Background: an optimization exercise with open tools, aiming at small area. Do not read the settings as production practice. The RTL of this run was laid out without a check of its function. No activity file was given, so power comes from the tool's default toggle rates.

<file path="design/flow/config.mk">
export PLATFORM = sky130hd
export DESIGN_NAME = wb_daq_top
export DESIGN_NICKNAME = wb_daq_top
export VERILOG_FILES = /design/flow/design.v
export SDC_FILE = /design/flow/constraint.sdc
export NUM_CORES = 4
export LEC_CHECK = 0
export CAP_MARGIN = 20
export CORE_MARGIN = 2
export CORE_UTILIZATION = 40
export PLACE_DENSITY = 0.6
export SLEW_MARGIN = 20
</file>
<file path="design/flow/run.sh">
#!/bin/bash
# synth_recipe.tcl (not shown) runs the flow's synth.tcl, then flattens the netlist and writes it again
# the make line also repeats each setting of config.mk as NAME=value (left out here)
make -C /OpenROAD-flow-scripts/flow DESIGN_CONFIG=/design/flow/config.mk WORK_HOME=/design/flow/orfs CLKGATE_MAP_FILE= SYNTH_SCRIPT=/design/flow/synth_recipe.tcl finish
</file>
<file path="design/flow/design.v">
module arbiter
  #(parameter
    NUM_PORTS = 6)
   (input                               clk,
    input                               rst,
    input      [NUM_PORTS-1:0]          request,
    output reg [NUM_PORTS-1:0]          grant,
    output reg [$clog2(NUM_PORTS)-1:0]  select,
    output reg                          active
);
    localparam WRAP_LENGTH = 2*NUM_PORTS;
    function [$clog2(NUM_PORTS)-1:0] ff1;
        input [NUM_PORTS-1:0] in;
        integer i;
        begin
            ff1 = 0;
            for (i = NUM_PORTS-1; i >= 0; i=i-1) begin
                if (in[i])
                    ff1 = i;
            end
        end
    endfunction
    integer                 yy;
    wire                    next;
    wire [NUM_PORTS-1:0]    order;
    reg  [NUM_PORTS-1:0]    token;
    wire [NUM_PORTS-1:0]    token_lookahead [NUM_PORTS-1:0];
    wire [WRAP_LENGTH-1:0]  token_wrap;
    assign token_wrap   = {token, token};
    assign next         = ~|(token & request);
    always @(posedge clk)
        if (rst) grant <= 'b0;
        else grant <= token & request;
    always @(posedge clk)
        if (rst) select <= 'b0;
        else select <= ff1(token & request);
    always @(posedge clk)
        if (rst) active <= 1'b0;
        else active <= |(token & request);
    always @(posedge clk)
        if (rst) token <= 'b1;
        else if (next) begin
            for (yy = 0; yy < NUM_PORTS; yy = yy + 1) begin : TOKEN_
                if (order[yy]) begin
                    token <= token_lookahead[yy];
                end
            end
        end
    genvar xx;
    generate
        for (xx = 0; xx < NUM_PORTS; xx = xx + 1) begin : ORDER_
            assign token_lookahead[xx]  = token_wrap[xx +: NUM_PORTS];
            assign order[xx]            = |(token_lookahead[xx] & request);
        end
    endgenerate
endmodule
module fifo ( 
   data_out, empty, full, number_samples,
   wb_clk, wb_rst, push, pop, data_in
   ) ;
   parameter dw = 32;
   parameter depth = 16;
   input wb_clk;
   input wb_rst;
   input push;
   input pop;
   input [dw-1:0] data_in;
   output wire [dw-1:0] data_out;
   output wire          empty;
   output wire          full;
   output reg [7:0]     number_samples;
   reg [7:0]            rd_ptr;
   reg [7:0]            wr_ptr; 
   reg [dw-1:0]         memory [0:depth-1];
   integer              i;
   always @(posedge wb_clk)
     if (wb_rst) begin
        for (i=0; i< depth; i=i+1)
          memory[i] <= 0;
        wr_ptr <= 0;  
     end else begin
        if (push) begin
           memory[wr_ptr] <= data_in;
           wr_ptr <= wr_ptr + 1;
           if (wr_ptr >= depth-1) begin
              wr_ptr <= 0;              
           end 
        end
     end  
   assign data_out = memory[rd_ptr];
   always @(posedge wb_clk)
     if (wb_rst) begin
        rd_ptr <= 0;        
     end else begin
        if (pop) begin
           rd_ptr <= rd_ptr + 1;
           if (rd_ptr >= depth-1) begin
              rd_ptr <= 0;              
           end
        end
     end
   always @(posedge wb_clk)
     if (wb_rst) begin
        number_samples <= 0;        
     end else begin
        if (push && !pop) begin
           number_samples <= number_samples +1; 
           if (number_samples >= depth) begin
              number_samples <= depth;              
           end
        end
        if (pop && !push) begin
           if (number_samples > 0) begin
              number_samples <= number_samples -1;
           end
        end        
     end  
   assign empty = (number_samples == 0);
   assign full  = (number_samples == depth);   
endmodule  
module fifo_to_sram ( 
   pop, sram_data_out, sram_start,
   wb_clk, wb_rst, empty, full, grant, fifo_number_samples,
   fifo_number_samples_terminal, data_done, fifo_data_in
   ) ;
   parameter dw=32;
   input wb_clk;
   input wb_rst;
   input empty;
   input full;
   input grant;
   input [5:0] fifo_number_samples;   
   input [5:0] fifo_number_samples_terminal;
   input       data_done;   
   output wire pop;
   input [dw-1:0] fifo_data_in;
   output reg [dw-1:0] sram_data_out;
   output reg          sram_start;
   reg                 active;
   assign pop = data_done;
   always @(posedge wb_clk)
     if (wb_rst) begin
        active <= 0;        
     end else begin
        if (empty) begin
           active <= 0;           
        end else if ((fifo_number_samples >= fifo_number_samples_terminal) && !active) begin
           active <= 1;           
        end
     end   
   always @(posedge wb_clk)
     if (wb_rst) begin
        sram_data_out <= 0;      
        sram_start <= 0;        
     end else begin
        if ((active && !pop) || 
            (data_done & !empty)) begin
           sram_data_out <= fifo_data_in;
           sram_start <= 1;           
        end else if (grant) begin
           sram_start <= 0;           
        end else begin
        end
     end  
endmodule  
module wb_daq_data_aggregation ( 
   data_out, fifo_push,
   wb_clk, wb_rst, data_ready, data_width, adc_data_in
   ) ;
   parameter dw = 32;
   parameter adc_dw = 8;
   input wb_clk;
   input wb_rst;
   input data_ready;
   input [1:0] data_width;
   input [adc_dw-1:0] adc_data_in;   
   output reg [dw-1:0] data_out;
   output reg          fifo_push;
   reg [1:0]           byte_location;
   always @(posedge wb_clk)
     if (wb_rst) begin
        data_out <= 0;
        byte_location <= 0;  
        fifo_push <= 0;        
     end else begin
        if (data_ready) begin
           if (data_width == 0) begin
              case (byte_location)
                0: data_out[07:00] <= adc_data_in;                
                1: data_out[15:08] <= adc_data_in;                
                2: data_out[23:16] <= adc_data_in;                
                3: data_out[31:24] <= adc_data_in;                
                default: data_out <= 0;             
              endcase  
              byte_location <= byte_location + 1;
              if (byte_location == 3) begin
                 fifo_push <= 1;                 
                 byte_location <= 0;              
              end
           end else if (data_width == 1) begin  
              case (byte_location)
                0: data_out[15:00] <= adc_data_in;                
                1: data_out[31:16] <= adc_data_in;                
                default: data_out <= 0;             
              endcase  
              byte_location <= byte_location + 1;
              if (byte_location == 1) begin
                 fifo_push <= 1 & !fifo_push;                 
                 byte_location <= 0;              
              end 
           end else if (data_width == 2) begin  
              data_out <= adc_data_in;
              fifo_push <= 1;
           end                                 
        end else begin
        fifo_push <= 1'b0;
        end  
     end  
endmodule  
module wb_daq_channel ( 
   status, data_out, start_sram, fifo_empty,
   wb_clk, wb_rst, adc_data, adc_valid, master_enable, control, data_done,
   fifo_number_samples_terminal, grant
   ) ;
   parameter dw = 32;
   parameter adc_dw = 8;
   input wb_clk;
   input wb_rst;
   input [adc_dw-1:0] adc_data;
   input adc_valid;
   input master_enable;   
   input [dw-1:0] control;
   input          data_done;   
   input [5:0]    fifo_number_samples_terminal;   
   output wire [dw-1:0] status;   
   output wire [dw-1:0] data_out;
   output wire         start_sram;
   output wire         fifo_empty;
   input               grant;
   wire [adc_dw-1:0]   adc_data_out;   
   wire                adc_data_ready;
   wire                enable = master_enable & control[0];
   assign adc_data_out   = adc_data;
   assign adc_data_ready = adc_valid & enable;
   assign status = {dw{1'b0}};
   wire [dw-1:0]       aggregate_data_out;   
   wire                fifo_push;
   wb_daq_data_aggregation #(.dw(dw), .adc_dw(adc_dw))
     aggregate(
               .data_out(aggregate_data_out),
               .fifo_push(fifo_push),
               .wb_clk(wb_clk), 
               .wb_rst(wb_rst), 
               .data_ready(adc_data_ready), 
               .data_width(2'b0), 
               .adc_data_in(adc_data_out)
               ) ;
   wire [dw-1:0]       fifo_data_out;   
   wire                fifo_full;
   wire [7:0]          fifo_number_samples;
   fifo #(.dw(dw), .depth(16))
   fifo0(
         .data_out(fifo_data_out), 
         .empty(fifo_empty), 
         .full(fifo_full), 
         .number_samples(fifo_number_samples),
         .wb_clk(wb_clk), 
         .wb_rst(wb_rst), 
         .push(fifo_push), 
         .pop(fifo_pop), 
         .data_in(aggregate_data_out)
         ) ;
   fifo_to_sram fifo_to_sram0(
                              .pop(fifo_pop),
                              .sram_data_out(data_out), 
                              .sram_start(start_sram),
                              .wb_clk(wb_clk), 
                              .wb_rst(wb_rst),
                              .data_done(data_done),
                              .fifo_number_samples(fifo_number_samples[5:0]),
                              .fifo_number_samples_terminal(fifo_number_samples_terminal),
                              .grant(grant),
                              .empty(fifo_empty),
                              .full(fifo_full),
                              .fifo_data_in(fifo_data_out)
                              ) ;
endmodule  
module wb_master_interface ( 
   wb_adr_o, wb_dat_o, wb_sel_o, wb_we_o, wb_cyc_o, wb_stb_o,
   wb_cti_o, wb_bte_o, data_rd, active,
   wb_clk, wb_rst, wb_dat_i, wb_ack_i, wb_err_i, wb_rty_i, start,
   address, selection, write, data_wr
   ) ;
   parameter dw = 32;
   parameter aw = 32;
   parameter DEBUG = 0;
   input 		wb_clk;
   input 		wb_rst;
   output reg [aw-1:0] wb_adr_o;
   output reg [dw-1:0] wb_dat_o;
   output reg [3:0]    wb_sel_o;
   output reg          wb_we_o ;
   output reg          wb_cyc_o;
   output reg          wb_stb_o;
   output reg [2:0]    wb_cti_o;
   output reg [1:0]    wb_bte_o;
   input [dw-1:0]      wb_dat_i;
   input               wb_ack_i;
   input               wb_err_i;
   input               wb_rty_i;
   input               start;
   input [aw-1:0]      address;
   input [3:0]         selection;
   input               write;   
   input [dw-1:0]      data_wr;
   output reg [dw-1:0] data_rd;
   output reg          active;
   reg [1:0]           state;
   parameter STATE_IDLE         = 2'h0;
   parameter STATE_WAIT_ACK     = 2'h1;
   parameter STATE_ERROR        = 2'h3;
   always @(*)
     active = (state != STATE_IDLE);
   always @(posedge wb_clk)
     if (wb_rst) begin
        state    <= STATE_IDLE;
        wb_adr_o <= 0;
        wb_dat_o <= 0;
        wb_sel_o <= 0;
        wb_we_o  <= 0;
        wb_cyc_o <= 0;
        wb_stb_o <= 0;
        wb_cti_o <= 0;
        wb_bte_o <= 0;
        data_rd  <= 0;
     end else begin
        case (state)
          STATE_IDLE: begin
             if (start) begin
                state    <= STATE_WAIT_ACK;
                wb_adr_o <= address;
                wb_dat_o <= data_wr;
                wb_sel_o <= selection;
                wb_we_o  <= write;
                wb_cyc_o <= 1;
                wb_stb_o <= 1;
                wb_cti_o <= 0;
                wb_bte_o <= 0;
             end
          end  
          STATE_WAIT_ACK: begin
             if (wb_err_i || wb_rty_i || wb_ack_i) begin
                if (wb_ack_i && !wb_err_i && !wb_rty_i && !wb_we_o)
                  data_rd <= wb_dat_i;
                state    <= (wb_err_i || wb_rty_i) ? STATE_ERROR : STATE_IDLE;
                wb_adr_o <= 0;
                wb_dat_o <= 0;
                wb_sel_o <= 0;
                wb_we_o  <= 0;
                wb_cyc_o <= 0;
                wb_stb_o <= 0;
             end
          end  
          STATE_ERROR: begin
             state <= STATE_IDLE;
          end
          default: begin
             state <= STATE_IDLE;
          end
        endcase  
     end
endmodule  
module wb_daq_bus_master ( 
   wb_adr_o, wb_dat_o, wb_sel_o, wb_we_o, wb_cyc_o, wb_stb_o,
   wb_cti_o, wb_bte_o, data_done, begin_equation,
   wb_clk, wb_rst, wb_dat_i, wb_ack_i, wb_err_i, wb_rty_i,
   control_reg, daq_channel_control, channel_select, start,
   fifo_empty, address, data_wr
   ) ;
   parameter dw = 32;
   parameter aw = 32;
   parameter DEBUG = 0;
   input 		wb_clk;
   input 		wb_rst;
   output wire [aw-1:0] wb_adr_o;
   output wire [dw-1:0] wb_dat_o;
   output wire [3:0]    wb_sel_o;
   output wire          wb_we_o;
   output wire          wb_cyc_o;
   output wire          wb_stb_o;
   output wire [2:0]    wb_cti_o;
   output wire [1:0]    wb_bte_o;
   input [dw-1:0]       wb_dat_i;
   input                wb_ack_i;
   input                wb_err_i;
   input                wb_rty_i;
   input [dw-1:0]       control_reg;
   input [dw-1:0]       daq_channel_control;
   input [1:0]          channel_select;
   wire                 active;                  
   wire [dw-1:0]        data_rd;                 
   input                start;
   output reg           data_done; 
   input                fifo_empty;   
   input [aw-1:0]       address;
   input [dw-1:0]       data_wr;
   output reg [3:0]     begin_equation;
   reg [aw-1:0]       base_address;
   reg                sm_start;
   reg [aw-1:0]       sm_address;
   reg [3:0]          sm_selection;
   reg                sm_write;
   reg [dw-1:0]       sm_data_wr;
   reg [dw-1:0]       hold_data_wr;
   reg [dw-1:0]       sm_data_rd;
   reg [dw-1:0]       sm_daq_channel_control;
   reg [dw-1:0]       wr_ptr;
   reg [dw-1:0]       start_ptr;
   reg [dw-1:0]       end_ptr;
   reg [dw-1:0]       sm_status;
   reg [1:0]          sm_channel_select;
   wb_master_interface master( 
                              .wb_adr_o         (wb_adr_o[aw-1:0]),
                              .wb_dat_o         (wb_dat_o[dw-1:0]),
                              .wb_sel_o         (wb_sel_o[3:0]),
                              .wb_we_o          (wb_we_o),
                              .wb_cyc_o         (wb_cyc_o),
                              .wb_stb_o         (wb_stb_o),
                              .wb_cti_o         (wb_cti_o[2:0]),
                              .wb_bte_o         (wb_bte_o[1:0]),
                              .data_rd          (data_rd[dw-1:0]),
                              .active           (active),
                              .wb_clk           (wb_clk),
                              .wb_rst           (wb_rst),
                              .wb_dat_i         (wb_dat_i[dw-1:0]),
                              .wb_ack_i         (wb_ack_i),
                              .wb_err_i         (wb_err_i),
                              .wb_rty_i         (wb_rty_i),
                              .start            (sm_start),
                              .address          (sm_address[aw-1:0]),
                              .selection        (sm_selection[3:0]),
                              .write            (sm_write),
                              .data_wr          (sm_data_wr[dw-1:0]));
   reg [4:0]            state;
   parameter STATE_IDLE                 = 5'h00;
   parameter STATE_FETCH_WR_PTR         = 5'h01;
   parameter STATE_FETCH_WR_PTR_DONE    = 5'h02;
   parameter STATE_FETCH_STATUS         = 5'h03;
   parameter STATE_FETCH_STATUS_DONE    = 5'h04;   
   parameter STATE_FETCH_START_PTR      = 5'h05;
   parameter STATE_FETCH_START_PTR_DONE = 5'h06;
   parameter STATE_FETCH_END_PTR        = 5'h07;
   parameter STATE_FETCH_END_PTR_DONE   = 5'h08;
   parameter STATE_WRITE_DATA           = 5'h09;
   parameter STATE_WRITE_DATA_DONE      = 5'h0A;
   parameter STATE_UPDATE_WR_PTR        = 5'h0B;
   parameter STATE_WRITE_WR_PTR         = 5'h0C;
   parameter STATE_WRITE_WR_PTR_DONE    = 5'h0D;
   parameter STATE_WRITE_STATUS         = 5'h0E;
   parameter STATE_WRITE_STATUS_DONE    = 5'h0F;   
   parameter STATE_RETRY                = 5'h1E;   
   parameter STATE_ERROR                = 5'h1F;
   always @(*) begin
      sm_start     = 0;
      sm_address   = 0;
      sm_selection = 0;
      sm_write     = 0;
      sm_data_wr   = 0;
      case (state)
        STATE_FETCH_WR_PTR: begin
           sm_address = base_address + 8'h14;
           sm_selection = 4'hF;
           sm_start = 1;
        end
        STATE_FETCH_STATUS: begin
           sm_address = base_address + 8'h04;
           sm_selection = 4'hF;
           sm_start = 1;
        end
        STATE_FETCH_START_PTR: begin
           sm_address = base_address + 8'h08;
           sm_selection = 4'hF;
           sm_start = 1;
        end
        STATE_FETCH_END_PTR: begin
           sm_address = base_address + 8'h0C;
           sm_selection = 4'hF;
           sm_start = 1;
        end
        STATE_WRITE_DATA: begin
           sm_address = wr_ptr;
           sm_data_wr = data_wr;
           sm_selection = 4'hF;
           sm_write = 1;
           sm_start = 1;
        end
        STATE_WRITE_WR_PTR: begin
           sm_address = base_address + 8'h14;
           sm_data_wr = wr_ptr;
           sm_selection = 4'hF;
           sm_write = 1;
           sm_start = 1;
        end
        STATE_WRITE_STATUS: begin
           sm_address = base_address + 8'h04;
           sm_data_wr = sm_status;
           sm_selection = 4'hF;
           sm_write = 1;
           sm_start = 1;
        end
        default: begin
        end
      endcase  
   end
   always @(*)
     data_done = (state == STATE_WRITE_DATA_DONE) && !active;
   always @(posedge wb_clk)
     if (wb_rst) begin
        state        <= STATE_IDLE;
        wr_ptr       <= 0;
        end_ptr      <= 0;
        start_ptr    <= 0;
        hold_data_wr <= 0;
        base_address <= 0;
        sm_status    <= 0;
        begin_equation <= 0;
        sm_daq_channel_control <= 0;
        sm_channel_select <= 0;
     end else begin
        case (state)
          STATE_IDLE: begin
             begin_equation <= 0;
             if (start) begin
                base_address <= address;
                hold_data_wr <= data_wr;
                sm_daq_channel_control <= daq_channel_control;
                sm_channel_select <= channel_select;
                state <= STATE_FETCH_WR_PTR;
             end
          end
          STATE_FETCH_WR_PTR: state <= STATE_FETCH_WR_PTR_DONE;
          STATE_FETCH_WR_PTR_DONE: begin
             if (!active) begin
                wr_ptr <= data_rd;
                state <= STATE_FETCH_STATUS;
             end
          end
          STATE_FETCH_STATUS: state <= STATE_FETCH_STATUS_DONE;
          STATE_FETCH_STATUS_DONE: begin
             if (!active) begin
                sm_status <= data_rd;
                state <= STATE_FETCH_START_PTR;
             end
          end
          STATE_FETCH_START_PTR: state <= STATE_FETCH_START_PTR_DONE;
          STATE_FETCH_START_PTR_DONE: begin
             if (!active) begin
                start_ptr <= data_rd;
                state <= STATE_FETCH_END_PTR;
             end
          end
          STATE_FETCH_END_PTR: state <= STATE_FETCH_END_PTR_DONE;
          STATE_FETCH_END_PTR_DONE: begin
             if (!active) begin
                end_ptr <= data_rd;
                state <= STATE_WRITE_DATA;
             end
          end
          STATE_WRITE_DATA: state <= STATE_WRITE_DATA_DONE;
          STATE_WRITE_DATA_DONE: begin
             if (!active) begin
                wr_ptr <= wr_ptr + 4;
                sm_status[31:16] <= sm_status[31:16] + 1;
                state <= STATE_UPDATE_WR_PTR;
             end
          end
          STATE_UPDATE_WR_PTR: begin
             if (wr_ptr > end_ptr) begin
                wr_ptr <= start_ptr;
             end
             if (!fifo_empty) begin
                state <= STATE_WRITE_DATA;
             end else begin
                state <= STATE_WRITE_WR_PTR;
             end
          end
          STATE_WRITE_WR_PTR: state <= STATE_WRITE_WR_PTR_DONE;
          STATE_WRITE_WR_PTR_DONE: begin
             if (!active) begin
                if (sm_status[31:16] >= sm_daq_channel_control[31:16]) begin
                   sm_status[31:16] <= 0;
                   begin_equation[0] <= (sm_channel_select == 2'b00);
                   begin_equation[1] <= (sm_channel_select == 2'b01);
                   begin_equation[2] <= (sm_channel_select == 2'b10);
                   begin_equation[3] <= (sm_channel_select == 2'b11);
                end
                state <= STATE_WRITE_STATUS;
             end
          end
          STATE_WRITE_STATUS: state <= STATE_WRITE_STATUS_DONE;
          STATE_WRITE_STATUS_DONE: begin
             if (!active) begin
                state <= STATE_IDLE;
             end
          end
          default: begin
             state <= STATE_IDLE;
          end
        endcase  
     end
endmodule  
module wb_daq_slave_registers ( 
   wb_dat_o, wb_ack_o, wb_err_o, wb_rty_o, daq_control_reg,
   daq_channel0_address_reg, daq_channel1_address_reg,
   daq_channel2_address_reg, daq_channel3_address_reg,
   daq_channel0_control_reg, daq_channel1_control_reg,
   daq_channel2_control_reg, daq_channel3_control_reg, interrupt,
   wb_clk, wb_rst, wb_adr_i, wb_dat_i, wb_sel_i, wb_we_i, wb_cyc_i,
   wb_stb_i, wb_cti_i, wb_bte_i, daq_channel0_status_reg,
   daq_channel1_status_reg, daq_channel2_status_reg,
   daq_channel3_status_reg
   ) ;
   parameter dw = 32;
   parameter aw = 8;
   parameter DEBUG = 0;
   input                  wb_clk;
   input                  wb_rst;
   input [aw-1:0]         wb_adr_i;
   input [dw-1:0]         wb_dat_i;
   input [3:0]            wb_sel_i;
   input                  wb_we_i;
   input                  wb_cyc_i;
   input                  wb_stb_i;
   input [2:0]            wb_cti_i;
   input [1:0]            wb_bte_i;
   output reg [dw-1:0]    wb_dat_o;
   output reg             wb_ack_o;
   output reg             wb_err_o;
   output reg             wb_rty_o;
   output reg [dw-1:0]    daq_control_reg;
   output reg [dw-1:0]    daq_channel0_address_reg;
   output reg [dw-1:0]    daq_channel1_address_reg;
   output reg [dw-1:0]    daq_channel2_address_reg;
   output reg [dw-1:0]    daq_channel3_address_reg;
   output reg [dw-1:0]    daq_channel0_control_reg;
   output reg [dw-1:0]    daq_channel1_control_reg;
   output reg [dw-1:0]    daq_channel2_control_reg;
   output reg [dw-1:0]    daq_channel3_control_reg;
   input wire [dw-1:0]    daq_channel0_status_reg;
   input wire [dw-1:0]    daq_channel1_status_reg;
   input wire [dw-1:0]    daq_channel2_status_reg;
   input wire [dw-1:0]    daq_channel3_status_reg;   
   output wire            interrupt;
   assign interrupt = 1'b0;
   always @(posedge wb_clk)
     if (wb_rst) begin
        wb_ack_o <= 1'b0;
        wb_err_o <= 1'b0;
        wb_rty_o <= 1'b0;  
     end else begin
        if (wb_cyc_i & wb_stb_i) begin
           wb_ack_o <= 1;           
        end else begin
           wb_ack_o <= 0;           
        end
     end  
   always @(posedge wb_clk)
     if (wb_rst) begin
        daq_control_reg <= 0;
        daq_channel0_address_reg <= 0;
        daq_channel1_address_reg <= 0;
        daq_channel2_address_reg <= 0;
        daq_channel3_address_reg <= 0;
        daq_channel0_control_reg <= 32'h0000_000C;
        daq_channel1_control_reg <= 32'h0000_000C;
        daq_channel2_control_reg <= 32'h0000_000C;
        daq_channel3_control_reg <= 32'h0000_000C;                
     end else begin
        if (wb_cyc_i & wb_stb_i & wb_we_i) begin
           case (wb_adr_i[7:0])                         
             8'h0:begin
                daq_control_reg[7:0]   <= wb_sel_i[0] ? wb_dat_i[7:0]   : daq_control_reg[7:0];                
                daq_control_reg[15:8]  <= wb_sel_i[1] ? wb_dat_i[15:8]  : daq_control_reg[15:8];                
                daq_control_reg[23:16] <= wb_sel_i[2] ? wb_dat_i[23:16] : daq_control_reg[23:16]; 
                daq_control_reg[31:24] <= wb_sel_i[3] ? wb_dat_i[31:24] : daq_control_reg[31:24];               
             end
             8'h10: begin
                daq_channel0_address_reg[7:0]   <= wb_sel_i[0] ? wb_dat_i[7:0]   : daq_channel0_address_reg[7:0];                
                daq_channel0_address_reg[15:8]  <= wb_sel_i[1] ? wb_dat_i[15:8]  : daq_channel0_address_reg[15:8];                
                daq_channel0_address_reg[23:16] <= wb_sel_i[2] ? wb_dat_i[23:16] : daq_channel0_address_reg[23:16]; 
                daq_channel0_address_reg[31:24] <= wb_sel_i[3] ? wb_dat_i[31:24] : daq_channel0_address_reg[31:24];               
             end
             8'h14: begin
                daq_channel0_control_reg[7:0]   <= wb_sel_i[0] ? wb_dat_i[7:0]   : daq_channel0_control_reg[7:0];                
                daq_channel0_control_reg[15:8]  <= wb_sel_i[1] ? wb_dat_i[15:8]  : daq_channel0_control_reg[15:8];                
                daq_channel0_control_reg[23:16] <= wb_sel_i[2] ? wb_dat_i[23:16] : daq_channel0_control_reg[23:16]; 
                daq_channel0_control_reg[31:24] <= wb_sel_i[3] ? wb_dat_i[31:24] : daq_channel0_control_reg[31:24];               
             end             
             8'h20: begin
                daq_channel1_address_reg[7:0]   <= wb_sel_i[0] ? wb_dat_i[7:0]   : daq_channel1_address_reg[7:0];                
                daq_channel1_address_reg[15:8]  <= wb_sel_i[1] ? wb_dat_i[15:8]  : daq_channel1_address_reg[15:8];                
                daq_channel1_address_reg[23:16] <= wb_sel_i[2] ? wb_dat_i[23:16] : daq_channel1_address_reg[23:16]; 
                daq_channel1_address_reg[31:24] <= wb_sel_i[3] ? wb_dat_i[31:24] : daq_channel1_address_reg[31:24];               
             end
             8'h24: begin
                daq_channel1_control_reg[7:0]   <= wb_sel_i[0] ? wb_dat_i[7:0]   : daq_channel1_control_reg[7:0];                
                daq_channel1_control_reg[15:8]  <= wb_sel_i[1] ? wb_dat_i[15:8]  : daq_channel1_control_reg[15:8];                
                daq_channel1_control_reg[23:16] <= wb_sel_i[2] ? wb_dat_i[23:16] : daq_channel1_control_reg[23:16]; 
                daq_channel1_control_reg[31:24] <= wb_sel_i[3] ? wb_dat_i[31:24] : daq_channel1_control_reg[31:24];               
             end             
             8'h30: begin
                daq_channel2_address_reg[7:0]   <= wb_sel_i[0] ? wb_dat_i[7:0]   : daq_channel2_address_reg[7:0];                
                daq_channel2_address_reg[15:8]  <= wb_sel_i[1] ? wb_dat_i[15:8]  : daq_channel2_address_reg[15:8];                
                daq_channel2_address_reg[23:16] <= wb_sel_i[2] ? wb_dat_i[23:16] : daq_channel2_address_reg[23:16]; 
                daq_channel2_address_reg[31:24] <= wb_sel_i[3] ? wb_dat_i[31:24] : daq_channel2_address_reg[31:24];               
             end
             8'h34: begin
                daq_channel2_control_reg[7:0]   <= wb_sel_i[0] ? wb_dat_i[7:0]   : daq_channel2_control_reg[7:0];                
                daq_channel2_control_reg[15:8]  <= wb_sel_i[1] ? wb_dat_i[15:8]  : daq_channel2_control_reg[15:8];                
                daq_channel2_control_reg[23:16] <= wb_sel_i[2] ? wb_dat_i[23:16] : daq_channel2_control_reg[23:16]; 
                daq_channel2_control_reg[31:24] <= wb_sel_i[3] ? wb_dat_i[31:24] : daq_channel2_control_reg[31:24];               
             end             
             8'h40: begin
                daq_channel3_address_reg[7:0]   <= wb_sel_i[0] ? wb_dat_i[7:0]   : daq_channel3_address_reg[7:0];                
                daq_channel3_address_reg[15:8]  <= wb_sel_i[1] ? wb_dat_i[15:8]  : daq_channel3_address_reg[15:8];                
                daq_channel3_address_reg[23:16] <= wb_sel_i[2] ? wb_dat_i[23:16] : daq_channel3_address_reg[23:16]; 
                daq_channel3_address_reg[31:24] <= wb_sel_i[3] ? wb_dat_i[31:24] : daq_channel3_address_reg[31:24];
             end             
             8'h44: begin
                daq_channel3_control_reg[7:0]   <= wb_sel_i[0] ? wb_dat_i[7:0]   : daq_channel3_control_reg[7:0];                
                daq_channel3_control_reg[15:8]  <= wb_sel_i[1] ? wb_dat_i[15:8]  : daq_channel3_control_reg[15:8];                
                daq_channel3_control_reg[23:16] <= wb_sel_i[2] ? wb_dat_i[23:16] : daq_channel3_control_reg[23:16]; 
                daq_channel3_control_reg[31:24] <= wb_sel_i[3] ? wb_dat_i[31:24] : daq_channel3_control_reg[31:24];               
             end             
           endcase  
        end  
     end  
   always @(posedge wb_clk)
     if (wb_rst) begin
        wb_dat_o <= 32'b0;        
     end else begin
        if (wb_cyc_i & wb_stb_i & ~wb_we_i) begin
           case (wb_adr_i[7:0])
             8'h0 : wb_dat_o <= daq_control_reg;
             8'h10 : wb_dat_o <= daq_channel0_address_reg;
             8'h20 : wb_dat_o <= daq_channel1_address_reg;
             8'h30 : wb_dat_o <= daq_channel2_address_reg;
             8'h40 : wb_dat_o <= daq_channel3_address_reg;
             8'h14 : wb_dat_o <= daq_channel0_control_reg;
             8'h24 : wb_dat_o <= daq_channel1_control_reg;
             8'h34 : wb_dat_o <= daq_channel2_control_reg;
             8'h44 : wb_dat_o <= daq_channel3_control_reg;
             8'h18  : wb_dat_o <= daq_channel0_status_reg;
             8'h28  : wb_dat_o <= daq_channel1_status_reg;
             8'h38  : wb_dat_o <= daq_channel2_status_reg;
             8'h48  : wb_dat_o <= daq_channel3_status_reg;             
             default: wb_dat_o <= 0;             
           endcase  
        end
     end  
endmodule  
module wb_daq_top ( 
   wb_master_adr_o, wb_master_dat_o, wb_master_sel_o, wb_master_we_o,
   wb_master_cyc_o, wb_master_stb_o, wb_master_cti_o, wb_master_bte_o,
   wb_slave_dat_o, wb_slave_ack_o, wb_slave_err_o, wb_slave_rty_o,
   interrupt, adc0_clk_speed_select, adc1_clk_speed_select,
   adc2_clk_speed_select, adc3_clk_speed_select, begin_equation,
   adc0_data, adc0_valid, adc1_data, adc1_valid, adc2_data,
   adc2_valid, adc3_data, adc3_valid, wb_clk, wb_rst,
   wb_master_dat_i, wb_master_ack_i, wb_master_err_i, wb_master_rty_i,
   wb_slave_adr_i, wb_slave_dat_i, wb_slave_sel_i, wb_slave_we_i,
   wb_slave_cyc_i, wb_slave_stb_i, wb_slave_cti_i, wb_slave_bte_i
   ) ;
   parameter master_dw = 32;
   parameter master_aw = 32;
   parameter slave_dw = 32;
   parameter slave_aw = 8;
   input [7:0]            adc0_data;
   input                  adc0_valid;
   input [7:0]            adc1_data;
   input                  adc1_valid;
   input [7:0]            adc2_data;
   input                  adc2_valid;
   input [7:0]            adc3_data;
   input                  adc3_valid;
   input                  wb_clk;
   input                  wb_rst;
   output wire [master_aw-1:0] wb_master_adr_o;
   output wire [master_dw-1:0] wb_master_dat_o;
   output wire [3:0]           wb_master_sel_o;
   output wire                 wb_master_we_o;
   output wire                 wb_master_cyc_o;
   output wire                 wb_master_stb_o;
   output wire [2:0]           wb_master_cti_o;
   output wire [1:0]           wb_master_bte_o;
   input [master_dw-1:0]       wb_master_dat_i;
   input                       wb_master_ack_i;
   input                       wb_master_err_i;
   input                       wb_master_rty_i;
   input [slave_aw-1:0]        wb_slave_adr_i;
   input [slave_dw-1:0]        wb_slave_dat_i;
   input [3:0]                 wb_slave_sel_i;
   input                       wb_slave_we_i;
   input                       wb_slave_cyc_i;
   input                       wb_slave_stb_i;
   input [2:0]                 wb_slave_cti_i;
   input [1:0]                 wb_slave_bte_i;
   output wire [slave_dw-1:0]  wb_slave_dat_o;
   output wire                 wb_slave_ack_o;
   output wire                 wb_slave_err_o;
   output wire                 wb_slave_rty_o;
   output wire                 interrupt;
   output wire [2:0]           adc0_clk_speed_select;   
   output wire [2:0]           adc1_clk_speed_select;   
   output wire [2:0]           adc2_clk_speed_select;   
   output wire [2:0]           adc3_clk_speed_select;  
   output wire [3:0]           begin_equation;
   wire [master_dw-1:0]        channel0_data_out;
   wire                        channel0_start_sram;
   wire [master_dw-1:0]        channel1_data_out;
   wire                        channel1_start_sram;
   wire [master_dw-1:0]        channel2_data_out;
   wire                        channel2_start_sram;
   wire [master_dw-1:0]        channel3_data_out;
   wire                        channel3_start_sram;
   wire [master_dw-1:0]                daq_control;
   wire [master_dw-1:0]                daq_channel0_address;
   wire [master_dw-1:0]                daq_channel1_address;
   wire [master_dw-1:0]                daq_channel2_address;
   wire [master_dw-1:0]                daq_channel3_address;
   wire [master_dw-1:0]                daq_channel0_control;
   wire [master_dw-1:0]                daq_channel1_control;
   wire [master_dw-1:0]                daq_channel2_control;
   wire [master_dw-1:0]                daq_channel3_control;
   wire [master_dw-1:0]                daq_channel0_status;
   wire [master_dw-1:0]                daq_channel1_status;
   wire [master_dw-1:0]                daq_channel2_status;
   wire [master_dw-1:0]                daq_channel3_status;
   wire [master_dw-1:0]                bus_master_address;
   wire [3:0] grant;
   wire       active;
   wire [1:0] select;
   assign adc0_clk_speed_select = daq_channel0_control[4:2];   
   assign adc1_clk_speed_select = daq_channel1_control[4:2];
   assign adc2_clk_speed_select = daq_channel2_control[4:2];   
   assign adc3_clk_speed_select = daq_channel3_control[4:2];
   wire [2:0] adc0_data_width =  daq_channel0_control[7:5];
   wire [2:0] adc1_data_width =  daq_channel1_control[7:5];
   wire [2:0] adc2_data_width =  daq_channel2_control[7:5];
   wire [2:0] adc3_data_width =  daq_channel3_control[7:5];
   wire [1:0] adc0_decimator_select = daq_channel0_control[9:8];
   wire [1:0] adc1_decimator_select = daq_channel1_control[9:8];
   wire [1:0] adc2_decimator_select = daq_channel2_control[9:8];
   wire [1:0] adc3_decimator_select = daq_channel3_control[9:8];
   wire [5:0] adc0_fifo_samples_count = daq_channel0_control[15:10];
   wire [5:0] adc1_fifo_samples_count = daq_channel1_control[15:10];
   wire [5:0] adc2_fifo_samples_count = daq_channel2_control[15:10];
   wire [5:0] adc3_fifo_samples_count = daq_channel3_control[15:10];
   assign bus_master_address = (select == 2'b00) ? daq_channel0_address:
                               (select == 2'b01) ? daq_channel1_address:
                               (select == 2'b10) ? daq_channel2_address:
                               (select == 2'b11) ? daq_channel3_address: 32'h0;
   wire [master_dw-1:0]                bus_master_data_wr;
   assign bus_master_data_wr = (select == 2'b00) ? channel0_data_out:
                               (select == 2'b01) ? channel1_data_out:
                               (select == 2'b10) ? channel2_data_out:
                               (select == 2'b11) ? channel3_data_out: 32'h0;
   wire                                bus_master_fifo_empty;
   wire                                channel0_fifo_empty;
   wire                                channel1_fifo_empty;
   wire                                channel2_fifo_empty;
   wire                                channel3_fifo_empty;
   assign bus_master_fifo_empty = (select == 2'b00) ? channel0_fifo_empty:
                                  (select == 2'b01) ? channel1_fifo_empty:
                                  (select == 2'b10) ? channel2_fifo_empty:
                                  (select == 2'b11) ? channel3_fifo_empty: 1;
   wire                                bus_master_data_done;
   assign channel0_data_done = (select == 2'b00) ? bus_master_data_done: 0;
   assign channel1_data_done = (select == 2'b01) ? bus_master_data_done: 0;
   assign channel2_data_done = (select == 2'b10) ? bus_master_data_done: 0;
   assign channel3_data_done = (select == 2'b11) ? bus_master_data_done: 0;
   wire [master_dw-1:0]                bus_master_daq_channel_control;
   assign bus_master_daq_channel_control = (select == 2'b00) ? daq_channel0_control:
                                           (select == 2'b01) ? daq_channel1_control:
                                           (select == 2'b10) ? daq_channel2_control:
                                           (select == 2'b11) ? daq_channel3_control: 0;
   wb_daq_slave_registers #(.aw(slave_aw), .dw(slave_dw))
   slave_registers 
     (
      .daq_control_reg                  (daq_control),
      .daq_channel0_address_reg         (daq_channel0_address), 
      .daq_channel1_address_reg         (daq_channel1_address),
      .daq_channel2_address_reg         (daq_channel2_address), 
      .daq_channel3_address_reg         (daq_channel3_address),
      .daq_channel0_control_reg         (daq_channel0_control), 
      .daq_channel1_control_reg         (daq_channel1_control),
      .daq_channel2_control_reg         (daq_channel2_control), 
      .daq_channel3_control_reg         (daq_channel3_control),  
      .interrupt                        (interrupt),
      .wb_dat_o                         (wb_slave_dat_o[slave_dw-1:0]),
      .wb_ack_o                         (wb_slave_ack_o),
      .wb_err_o                         (wb_slave_err_o),
      .wb_rty_o                         (wb_slave_rty_o),
      .wb_clk                           (wb_clk),
      .wb_rst                           (wb_rst),
      .wb_adr_i                         (wb_slave_adr_i[slave_aw-1:0]),
      .wb_dat_i                         (wb_slave_dat_i[slave_dw-1:0]),
      .wb_sel_i                         (wb_slave_sel_i[3:0]),
      .wb_we_i                          (wb_slave_we_i),
      .wb_cyc_i                         (wb_slave_cyc_i),
      .wb_stb_i                         (wb_slave_stb_i),
      .wb_cti_i                         (wb_slave_cti_i[2:0]),
      .wb_bte_i                         (wb_slave_bte_i[1:0]),
      .daq_channel0_status_reg          (32'b0),
      .daq_channel1_status_reg          (32'b0),
      .daq_channel2_status_reg          (32'b0),      
      .daq_channel3_status_reg          (32'b0)
      );
   wb_daq_bus_master #(.aw(master_aw), .dw(master_dw))
   bus_master(
              .wb_adr_o             (wb_master_adr_o[master_aw-1:0]),
              .wb_dat_o             (wb_master_dat_o[master_dw-1:0]),
              .wb_sel_o             (wb_master_sel_o[3:0]),
              .wb_we_o              (wb_master_we_o),
              .wb_cyc_o             (wb_master_cyc_o),
              .wb_stb_o             (wb_master_stb_o),
              .wb_cti_o             (wb_master_cti_o[2:0]),
              .wb_bte_o             (wb_master_bte_o[1:0]),
              .data_done            (bus_master_data_done),
              .begin_equation       (begin_equation),
              .channel_select       (select),
              .wb_clk               (wb_clk),
              .wb_rst               (wb_rst),              
              .wb_dat_i             (wb_master_dat_i[master_dw-1:0]),
              .wb_ack_i             (wb_master_ack_i),
              .wb_err_i             (wb_master_err_i),
              .wb_rty_i             (wb_master_rty_i),
              .fifo_empty           (bus_master_fifo_empty),
              .control_reg          (daq_control), 
              .start                (active), 
              .address              (bus_master_address), 
              .data_wr              (bus_master_data_wr),
              .daq_channel_control  (bus_master_daq_channel_control)
              );
   wb_daq_channel #(.dw(32), .adc_dw(8))
   channel0(
            .data_out(channel0_data_out), 
            .start_sram(channel0_start_sram),
            .fifo_empty(channel0_fifo_empty),
            .wb_clk(wb_clk), 
            .wb_rst(wb_rst),
            .fifo_number_samples_terminal(adc0_fifo_samples_count),
            .data_done(channel0_data_done),
            .grant(grant[0]),
            .adc_data(adc0_data),
            .adc_valid(adc0_valid),
            .control(daq_channel0_control),
            .status(daq_channel0_status),
            .master_enable(daq_control[0])
            );
   wb_daq_channel #(.dw(32), .adc_dw(8))
   channel1(
            .data_out(channel1_data_out), 
            .start_sram(channel1_start_sram),
            .fifo_empty(channel1_fifo_empty),
            .wb_clk(wb_clk), 
            .wb_rst(wb_rst),
            .fifo_number_samples_terminal(adc1_fifo_samples_count),
            .data_done(channel1_data_done),
            .grant(grant[1]),
            .adc_data(adc1_data),
            .adc_valid(adc1_valid),
            .control(daq_channel1_control),
            .status(daq_channel1_status),
            .master_enable(daq_control[0])
            );
   wb_daq_channel #(.dw(32), .adc_dw(8))
   channel2(
            .data_out(channel2_data_out), 
            .start_sram(channel2_start_sram),
            .fifo_empty(channel2_fifo_empty),
            .wb_clk(wb_clk), 
            .wb_rst(wb_rst),
            .fifo_number_samples_terminal(adc2_fifo_samples_count),
            .data_done(channel2_data_done),
            .grant(grant[2]), 
            .adc_data(adc2_data),
            .adc_valid(adc2_valid),
            .control(daq_channel2_control),
            .status(daq_channel2_status),
            .master_enable(daq_control[0])
            );
   wb_daq_channel #(.dw(32), .adc_dw(8))
   channel3(
            .data_out(channel3_data_out), 
            .start_sram(channel3_start_sram),
            .fifo_empty(channel3_fifo_empty),
            .wb_clk(wb_clk), 
            .wb_rst(wb_rst),
            .fifo_number_samples_terminal(adc3_fifo_samples_count),
            .data_done(channel3_data_done),
            .grant(grant[3]),
            .adc_data(adc3_data),
            .adc_valid(adc3_valid),
            .control(daq_channel3_control),
            .status(daq_channel3_status),
            .master_enable(daq_control[0])
            );   
   wire [3:0] request = {channel3_start_sram,
                         channel2_start_sram,
                         channel1_start_sram,
                         channel0_start_sram};
   arbiter
  #(.NUM_PORTS(4))
   channel_arbiter
     (.clk(wb_clk),
      .rst(wb_rst),
      .request(request),
      .grant(grant),
      .select(select),
      .active(active)
      );
endmodule  
</file>
<file path="design/flow/constraint.sdc">
create_clock -name core_clock -period 10.0 [get_ports {wb_clk}]
set_input_delay 2.0000 -clock core_clock [delete_from_list [all_inputs] [get_ports {wb_clk}]]
set_output_delay 2.0000 -clock core_clock [all_outputs]
set_load 0.01 [all_outputs]
</file>
==> run summary <==
root buffer cell=clkbuf_16; FP Rows=214; status=no timing/DRC/antenna violations; drt wl/cell=27.21 um; Clock Latency Late Sink=0.94 ns; Die Height=589.0 um; Crit path required time=10.77 ns; clock tree sinks=3039; Synth Register Bits=3039; clk slew on worst S/H paths=approximately 0.06 ns; HP Class=reg2reg; GRT Util Overall=0.2370; I/O pin total=253; crit path DAT=5.83 ns; yosys warns=12; Rel. slew slack=0.2222; Pleak=~56 nW; Clock Tree Buf Depth=4; final setup margin=4.938 ns; fin. max-slew vios=0; Hold Vio Cnt, Final=0; setup tns final=0 ns; crit start category=input pin; Worst-Margin Slew=1.167 ns; DR DRC count=0; Die Area=0.3469 mm2; commonest register cell after synthesis=edfxtp_1; RSZ-0062 raised after global routing=no; H-tree Lvls=5; EDFF count, synth=2048; hpwl dp=251400 um; register area share after synthesis=0.5943; cts hold-fix bufs=0; Synth Instances=11150; layout cell share with drive strength beyond 1=0.1448; largest net degree at the start of global routing=187; core box area=0.3403 mm2; fin cells=between 15000 and 20000; crit path capture type=flop; Final ANT Viol Nets=0; Clock Skew=roughly 0.074 ns; max-cap viol count=0; RD Place Congestion=0.9070; Max Fclk=0.1976 GHz; DIE WIDTH=589.0 um; post-CTS sizing=0; Peak VDD IR=roughly 0.00017 V; initial DRC count=11660; Hold Path Depth=2; number of CTS-inserted buffers=327; Mapped Area=~0.14 mm2; number of setup violations in the final report=0; fin crit share=0.5062; Setup Buffers After CTS=0; area delta synth->final=12.16%; antenna violations before repair=35; Vias/cell=6.056; GR Overflow Total=0; vias in the first global route=about 90000; Avg Cell Area, Syn=approximately 12 um2; Tot Pwr=0.02735 W; CP max FO=36; CTS tree=done; asr flop ratio synth=0; pwr/cell area=around 180 mW/mm2; dpl cells=14975; IO buf count=239; Initial Utilization=0.4022; DRT Wirelength=around 420000 um; Vias=between 90000 and 100k; global-route wire length before repair=616400 um; Post-Place Setup Slack=around 3.9 ns; crit path kind=in2reg; Nets=about 11000; r2r worst-path depth=12; Yosys cell types=80; drt first pass iters=12; final worst path period need=5.062 ns
synth_stat cells, types with 35 or more instances:
| cell | instances | area [um2] |
|---|---|---|
| mux2i_1 | 74 | 740.7 |
| dfxtp_1 | 991 | 19840 |
| ha_1 | 121 | 1514 |
| nor2_1 | 404 | 1516 |
| buf_1 | 121 | 454.2 |
| nor3_1 | 69 | 345.3 |
| mux4_2 | 721 | 16240 |
| a222oi_1 | 105 | 1051 |
| nand3_1 | 73 | 365.4 |
| nand2_1 | 1573 | 5904 |
| a21oi_1 | 855 | 4279 |
| nand2b_1 | 35 | 219.0 |
| edfxtp_1 | 2048 | 61500 |
| inv_1 | 113 | 424.2 |
| and3_1 | 2077 | 12990 |
| a22oi_1 | 69 | 518.0 |
| clkbuf_1 | 983 | 3690 |
| a21o_1 | 80 | 600.6 |
| o21ai_0 | 107 | 535.5 |
| xor2_1 | 45 | 394.1 |
| nand4_1 | 35 | 219.0 |
cell families (layout without fill, tap and decap cells):
| logic type | count (synthesis) | count (layout) | share of synthesized area |
|---|---|---|---|
| simple gates | 4428 | 4428 | 0.1662 |
| flops | 3039 | 3039 | 0.5943 |
| compound gates | 1435 | 1435 | 0.06438 |
| buf+inv | 1260 | 1137 | 0.03543 |
| mux | 795 | 795 | 0.1240 |
| fa+ha+maj | 122 | 122 | 0.01121 |
| xor+xnor | 70 | 70 | 0.004479 |
| other cells | 1 | 23 | 0.00002740 |
layout by cell type (no fill, tap or decap), types with 65 or more instances in the layout:
cell             Yosys  routed
a21o_2               0      65
inv_1              113     113
nand3_1             73      72
a22oi_1             69      69
nand2_1           1573    1572
buf_4               24     180
edfxtp_1          2048    2048
ha_1               121     105
clkbuf_16            0     339
clkbuf_1           983      68
mux2i_1             74      74
mux4_2             721     721
nor2_1             404     393
o21ai_0            107     105
clkdlybuf4s50_1      0     237
dfxtp_1            991     973
a21oi_1            855     853
a222oi_1           105     105
and3_1            2077    2076
worst paths after layout:
kind	start	to	slack, ns
max	wb_slave_adr_i[1]	slave_registers.daq_channel2_address_reg[18]	4.94
min	bus_master.end_ptr[28]	bus_master.end_ptr[28]	0.45
max reg2reg	bus_master.state[0]	bus_master.master.wb_adr_o[26]	5.12
min reg2reg	bus_master.end_ptr[28]	bus_master.end_ptr[28]	0.45
final cells by class:
class	count	area [um2]
inverter	113	424.2
clock inverter	141	1480
clock buffer	452	9319
sequential	3039	81390
timing repair buffer	431	3921
tap	4536	5675
fill	30186	186800
antenna	15	37.54
multi-input combinational	6858	51270
metrics by stage:
step / hold WS, ns / utilization / cell area (um2)
after floorplan: 0.4314 / - / 136900
after global placement: 0.4415 / 0.4188 / 142500
after detailed placement: 0.4473 / 0.4189 / 142600
after CTS: 0.4557 / 0.4507 / 153400
after global routing: 0.4699 / 0.4510 / 153500
final: 0.4535 / 0.4511 / 153500
worst max-delay path, stage by stage:
cell and delay (ns):
clkdlybuf4s50_1 0.44, nor4_2 0.68, and3_1 0.25, buf_4 0.55, and2_2 1.05, nand2_1 0.54, nand2_1 0.20, a21oi_1 0.08
where the power goes:
part | switching [W] | internal [W] | total [W]
logic | 0.000784 | 0.000355 | 0.00114
clock network | 0.00514 | 0.00711 | 0.0123
registers | 0.000151 | 0.0138 | 0.0140
total | 0.00607 | 0.0213 | 0.0273
routing by layer:
layer,share of wire,vias to the layer above,global-route usage
met5,0.00046,-,0
met1,0.41,47817,0.3271
met4,0.042,28,0.09496
met3,0.094,820,0.04591
met2,0.46,4718,0.3685
li1,-,40997,-

==> port drivers added, routing unchanged <==
The results above use ideal ports. As a check the final layout listed here was re-extracted and re-timed, cells and wires unchanged. Step 1, drivers: a clkbuf_16 drives wb_clk and a buf_2 each remaining input, both assumed. Step 2 adds t to the input delays and takes it off the output delays; t is the mean of the earliest and latest rising clock arrival at the registers after step 1. Input paths then give back, and output paths get back, about the clock's delay inside the block. Slacks: ideal ports / drivers / drivers and shift; pairs: ideal ports / drivers.
t (ns): 1.002
setup WS [ns]: 4.938 / 5.015 / 4.014
worst slew at a driven data input, ns: 0.20
cell pins on the clock port's net: 1
After both steps this run still meets setup and hold. For this run, drivers alone change the setup slack by +0.077 ns; drivers and shift together by -0.924 ns.
